Background: an optimization exercise with open tools, aiming at small area. Do not read the settings as production practice.
The RTL was checked by simulation tests, not by an equivalence proof against the original design.
No driver is modelled on the clock port, so clocking that relies on it looks cheaper here than on a real chip.

Setup of the previous run:
==> flow/design.v <==
`default_nettype none
module debouncer(
    input  wire i_clk,
    input  wire i_rst,
    input  wire i_in,
    output wire o_rise
);
    localparam [7:0] POL = 8'b0100_1010;
    reg  [7:0] s;
    wire [7:0] v = s ^ POL;
    wire       q_in      = v[7];
    wire       r_in      = v[6];
    wire       r_last    = v[5];
    wire       different = v[4];
    wire [2:0] timer     = v[3:1];
    wire       o_deb     = v[0];
    wire ztimer = (timer == 3'b000);
    wire first  = (timer == 3'b001);
    wire fb     = ztimer ? different
                : ((~timer[2] & timer[0]) | (timer[2] & timer[1] & ~timer[0]));
    wire [7:0] nv = {i_in,                                   
                     q_in,                                   
                     r_in,                                   
                     (different & ~ztimer) | (r_in ^ o_deb), 
                     timer[1:0], fb,                         
                     ztimer ? r_last : o_deb};               
    always @(posedge i_clk)
        if (i_rst)
            s <= POL;         
        else
            s <= nv ^ POL;
    assign o_rise = o_deb & first & ~(different ^ r_last);
endmodule
`default_nettype wire
`default_nettype wire
module Clock_Generator (
    input  clk,
    input  rst,
    input  btnU,
    input  btnC,
    input  btnD,
    output reg tick,
    output reg reset
);
    wire eU, eC, eD;
    debouncer dU (.i_clk(clk), .i_rst(rst), .i_in(btnU), .o_rise(eU));
    debouncer dC (.i_clk(clk), .i_rst(rst), .i_in(btnC), .o_rise(eC));
    debouncer dD (.i_clk(clk), .i_rst(rst), .i_in(btnD), .o_rise(eD));
    reg pause;
    reg [1:0] i;
    reg [2:0] counter;
    reg slow_clk;
    wire pause_n = pause ^ eC;
    reg  ge;
    always @(*) begin
        case (i)
            2'd0: ge = (counter == 3'd7);
            2'd1: ge = (counter >= 3'd3);
            2'd2: ge = (counter != 3'd0);
            default: ge = 1'b1;
        endcase
    end
    wire toggle = ~pause_n & ge;
    always @(posedge clk) begin
        if (rst) begin
            pause <= 1'b0;
            i <= 2'd0;
            counter <= 3'd0;
            slow_clk <= 1'b0;
            tick <= 1'b0;
            reset <= 1'b0;
        end else begin
            pause <= pause_n;
            if (eD)
                i <= 2'd0;
            else if (~pause_n & eU)
                i <= i + 2'd1;
            if (eD | toggle)
                counter <= 3'd0;
            else if (~pause_n)
                counter <= counter + 3'd1;
            if (toggle)
                slow_clk <= ~slow_clk;
            tick <= toggle & ~slow_clk;
            reset <= eD;
        end
    end
endmodule
module Counter(
    input clk,
    input rst,
    input tick,
    input reset,
    output [31:0] data
);
    reg [3:0] a0, a1, b2, b4, b6, b7;
    reg [2:0] b3, b5;
    function [3:0] inc10(input [3:0] d, input c);
        inc10 = d ^ {c & ((d[3] & d[0]) | (d[2] & d[1] & d[0])),
                     c & d[1] & d[0],
                     c & d[0] & ~d[3],
                     c};
    endfunction
    function [2:0] inc6(input [2:0] d, input c);
        inc6 = d ^ {c & d[0] & (d[2] | d[1]),
                    c & d[0] & ~d[2],
                    c};
    endfunction
    wire c0 = tick;
    wire c1 = c0 & a0[3] & a0[0];
    wire c2 = c1 & a1[3] & a1[0];
    wire c3 = c2 & b2[3] & b2[0];
    wire c4 = c3 & b3[2] & b3[0];
    wire c5 = c4 & b4[3] & b4[0];
    wire c6 = c5 & b5[2] & b5[0];
    wire c7 = c6 & b6[3] & b6[0];
    always @(posedge clk) begin
        if (rst | reset) begin
            a0 <= 4'd0; a1 <= 4'd0; b2 <= 4'd0; b3 <= 3'd0;
            b4 <= 4'd0; b5 <= 3'd0; b6 <= 4'd0; b7 <= 4'd0;
        end else begin
            a0 <= inc10(a0, c0);
            a1 <= inc10(a1, c1);
            b2 <= inc10(b2, c2);
            b3 <= inc6(b3, c3);
            b4 <= inc10(b4, c4);
            b5 <= inc6(b5, c5);
            b6 <= inc10(b6, c6);
            b7 <= inc10(b7, c7);
        end
    end
    assign data = {b7, b6, 1'b0, b5, b4, 1'b0, b3, b2, a1, a0};
endmodule
`default_nettype wire
module Seven_Seg(
    input clk,
    input rst,
    input [31:0] data,
    output [7:0] anode,
    output dp,
    output reg [6:0] cathode
);
    reg [6:0] lfsr;
    reg       step;    
    reg [2:0] idx;     
    reg       valid;   
    wire wrap = lfsr[6] & (lfsr[3:0] == 4'd0);    
    always @(posedge clk) begin
        if (rst) begin
            lfsr <= 7'd0;
            step <= 1'b0;
            idx <= 3'd7;
            valid <= 1'b0;
        end else begin
            lfsr <= wrap ? 7'd0 : {lfsr[5:0], ~(lfsr[6] ^ lfsr[3])};
            step <= wrap;
            if (step) begin
                idx <= idx + 3'd1;
                valid <= 1'b1;
            end
        end
    end
    wire [7:0] sel = valid ? (8'd1 << idx) : 8'd0;
    assign anode = ~sel;
    assign dp = ~(sel[2] | sel[4] | sel[6]);
    wire [3:0] d = ({4{sel[0]}} & data[3:0])   | ({4{sel[1]}} & data[7:4])
                 | ({4{sel[2]}} & data[11:8])  | ({4{sel[3]}} & data[15:12])
                 | ({4{sel[4]}} & data[19:16]) | ({4{sel[5]}} & data[23:20])
                 | ({4{sel[6]}} & data[27:24]) | ({4{sel[7]}} & data[31:28]);
    always @(*) begin
        case (d)
            4'h0: cathode = 7'b1000000;
            4'h1: cathode = 7'b1111001;
            4'h2: cathode = 7'b0100100;
            4'h3: cathode = 7'b0110000;
            4'h4: cathode = 7'b0011001;
            4'h5: cathode = 7'b0010010;
            4'h6: cathode = 7'b0000010;
            4'h7: cathode = 7'b1111000;
            4'h8: cathode = 7'b0000000;
            4'h9: cathode = 7'b0010000;
            4'hA: cathode = 7'b0100100;
            4'hB: cathode = 7'b0110000;
            4'hC: cathode = 7'b0011001;
            4'hD: cathode = 7'b0010010;
            4'hE: cathode = 7'b0000010;
            default: cathode = 7'b1111000;
        endcase
    end
endmodule
`default_nettype wire
`timescale 1ns / 1ps
module Top(
    input clk,
    input rst,
    input btnU,
    input btnC,
    input btnD,
    output dp,
    output [7:0] SevenSegAn,
    output [6:0] SevenSegCat
);
    wire tick, reset;
    Clock_Generator Clock_Generator_inst(.clk(clk), .rst(rst), .btnU(btnU), .btnC(btnC), .btnD(btnD), .tick(tick), .reset(reset));
    wire [31:0] data;
    Counter Counter_inst(.clk(clk), .rst(rst), .tick(tick), .reset(reset), .data(data));
    Seven_Seg Seven_Seg_inst(.clk(clk), .rst(rst), .data(data), .anode(SevenSegAn), .dp(dp), .cathode(SevenSegCat));
endmodule
Settings: LEC_CHECK=0, CAP_MARGIN=20, CORE_MARGIN=2, CORE_UTILIZATION=40, SLEW_MARGIN=20; clock period 10.0 ns.
standard.sh (not shown) runs the stock make flow with config.mk's settings and CLKGATE_MAP_FILE= SYNTH_SCRIPT=/design/flow/synth_recipe.tcl, a recipe that flattens the netlist after the stock synthesis.
==> flow/flow/run.sh <==
#!/bin/bash
# Own layout flow: the standard synthesis, then an area re-mapping of its
# combinational logic (registers untouched: same instances, names and cell
# types), then the standard layout steps with small port buffers and a clock
# tree without dummy loads. Each tool writes its own log in this folder.
set -euo pipefail
W=$(pwd)
F=$W/flow
R=$W/orfs/results/$FLOW_PLATFORM/Top/base
YOSYS=${YOSYS_EXE:-$(command -v yosys || echo /OpenROAD-flow-scripts/tools/install/yosys/bin/yosys)}
LIB=$FLOW_HOME/platforms/sky130hd/lib/sky130_fd_sc_hd__tt_025C_1v80.lib
FF_RE='sky130_fd_sc_hd__[a-z]*df[a-z0-9_]* '

bash standard.sh synth > $W/standard_synth.log 2>&1
cp $R/1_2_yosys.v $W/standard_synth_netlist.v
nff=$(grep -cE "$FF_RE" $W/standard_synth_netlist.v)

# One round: re-map netlist $1 with each seed in $3 (4 at a time), tagged $2;
# prints "area file" of the smallest valid result.
remap_round() {
  local in=$1 tag=$2 seeds=$3 pids=() s a best="" bestA=""
  for s in $seeds; do
    sed "s/@SEED@/$s/" $F/abc.script > $W/abc_${tag}_$s.script
    REMAP_LIB=$LIB REMAP_IN=$in REMAP_OUT=$W/remapped_${tag}_$s.v \
    REMAP_ABC=$W/abc_${tag}_$s.script $YOSYS -c $F/remap.tcl > $W/remap_${tag}_$s.log 2>&1 &
    pids+=($!)
    if (( ${#pids[@]} >= 4 )); then
      for p in "${pids[@]}"; do wait $p || true; done
      pids=()
    fi
  done
  for p in "${pids[@]+"${pids[@]}"}"; do wait $p || true; done
  for s in $seeds; do
    [[ -f $W/remapped_${tag}_$s.v ]] || continue
    grep -q "ERROR" $W/remap_${tag}_$s.log && continue
    [[ $(grep -cE "$FF_RE" $W/remapped_${tag}_$s.v) == $nff ]] || continue
    a=$(grep "Chip area for module" $W/remap_${tag}_$s.log | tail -1 | awk '{print $NF}')
    # a mapping that lost its logic is not a candidate
    awk -v a=$a -v n=$nff 'BEGIN{exit !(a > n*20.02*1.3)}' || continue
    if [[ -z $best ]] || awk -v a=$a -v b=$bestA 'BEGIN{exit !(a < b)}'; then
      best=$W/remapped_${tag}_$s.v; bestA=$a
    fi
  done
  echo "$bestA $best"
}

# Several rounds, each starting from the best netlist so far.
cur=$W/standard_synth_netlist.v; curA=999999
round=0
for seeds in "$(cat $F/seeds.txt)" "21 22 23 24 25 26 27 28" "31 32 33 34 35 36 37 38"; do
  round=$((round+1))
  read -r a f <<< "$(remap_round $cur r$round "$seeds")"
  echo "round $round: best ${a:-none} ${f:-}" >> $W/remap_choice.log
  if [[ -n "${f:-}" ]] && awk -v a=$a -v b=$curA 'BEGIN{exit !(a < b)}'; then
    cur=$f; curA=$a
  fi
done
echo "chosen: $curA $cur" >> $W/remap_choice.log
if [[ $cur != $W/standard_synth_netlist.v ]]; then
  cp $cur $R/1_2_yosys.v
  rm -f $R/1_synth.odb
fi

export BUFFER_PORTS_ARGS="-buffer_cell sky130_fd_sc_hd__buf_1"
export CTS_ARGS="$(cat $F/cts_args.txt)"
export POST_CTS_TCL=$F/post_cts.tcl
bash standard.sh > $W/standard_layout.log 2>&1
Other scripts of this flow, unchanged in this note and not shown: flow/flow/abc.script, flow/flow/cts_args.txt, flow/flow/post_cts.tcl, flow/flow/remap.tcl, flow/flow/seeds.txt
### the previous run -> the current run
--- a/flow/design.v
+++ b/flow/design.v
@@ -4,32 +4,31 @@
     input  wire i_rst,
     input  wire i_in,
     output wire o_rise
 );
-    localparam [7:0] POL = 8'b0100_1010;
-    reg  [7:0] s;
-    wire [7:0] v = s ^ POL;
-    wire       q_in      = v[7];
-    wire       r_in      = v[6];
-    wire       r_last    = v[5];
-    wire       different = v[4];
-    wire [2:0] timer     = v[3:1];
-    wire       o_deb     = v[0];
+    reg q_in, r_in, r_last, different, o_deb;
+    reg [2:0] timer;
     wire ztimer = (timer == 3'b000);
     wire first  = (timer == 3'b001);
     wire fb     = ztimer ? different
                 : ((~timer[2] & timer[0]) | (timer[2] & timer[1] & ~timer[0]));
-    wire [7:0] nv = {i_in,                                   
-                     q_in,                                   
-                     r_in,                                   
-                     (different & ~ztimer) | (r_in ^ o_deb), 
-                     timer[1:0], fb,                         
-                     ztimer ? r_last : o_deb};               
     always @(posedge i_clk)
-        if (i_rst)
-            s <= POL;         
-        else
-            s <= nv ^ POL;
+        if (i_rst) begin
+            q_in <= 1'b0;
+            r_in <= 1'b0;
+            r_last <= 1'b0;
+            different <= 1'b0;
+            o_deb <= 1'b0;
+            timer <= 3'b000;
+        end else begin
+            q_in <= i_in;
+            r_in <= q_in;
+            r_last <= r_in;
+            timer <= {timer[1:0], fb};
+            different <= (different & ~ztimer) | (r_in ^ o_deb);
+            if (ztimer)
+                o_deb <= r_last;
+        end
     assign o_rise = o_deb & first & ~(different ^ r_last);
 endmodule
 `default_nettype wire
 `default_nettype wire
Notes after the runs:
The current run reached the end of the flow, and the finished layout is clean on the timing, DRC and antenna checks.
Final design area excluding fillers of the current run is on par with the previous run.
Between the previous run and the current run, the difference in final design utilization is negligible.
Least setup slack across all paths after layout: the previous run and the current run compared, lower one is the current run
Comparing the previous run and the current run, fraction of the cycle the final worst path needs is higher on the current run.
Comparing the previous run and the current run, the lower count of vias placed by the detailed router is on the current run.
The previous run -> the current run: detailed-route wire length on metal 1 decreased by more than 10%
Comparing the previous run and the current run, summed instance area of the synthesized netlist is higher on the previous run.
Looking at the previous run and the current run, the fraction of area in non-clock buffers is a wash.

## separate check: timing with driven ports
Ports are ideal in the flow. The routed layouts listed here were re-timed in OpenROAD. Step 1 (the two cells are an assumption about what drives the block):
set clk [get_ports {clk}]
set_driving_cell -lib_cell sky130_fd_sc_hd__clkbuf_16 $clk
set_driving_cell -lib_cell sky130_fd_sc_hd__buf_2 [delete_from_list [all_inputs] $clk]
Step 2 times the ports against the registers' clock, not the clock port: input delays grow and output delays shrink by t, the midpoint of the rising clock arrivals with the driver on. Slacks: ideal / step 1 / step 2; pairs: ideal / step 1.
run | t, ns | setup WS [ns] | pins driven straight from the clock port
the previous run | 0.439 | 5.188 / 5.159 / 5.598 | 1
the current run | 0.416 | 4.908 / 4.883 / 5.299 | 1
After both steps every run listed still meets setup and hold.
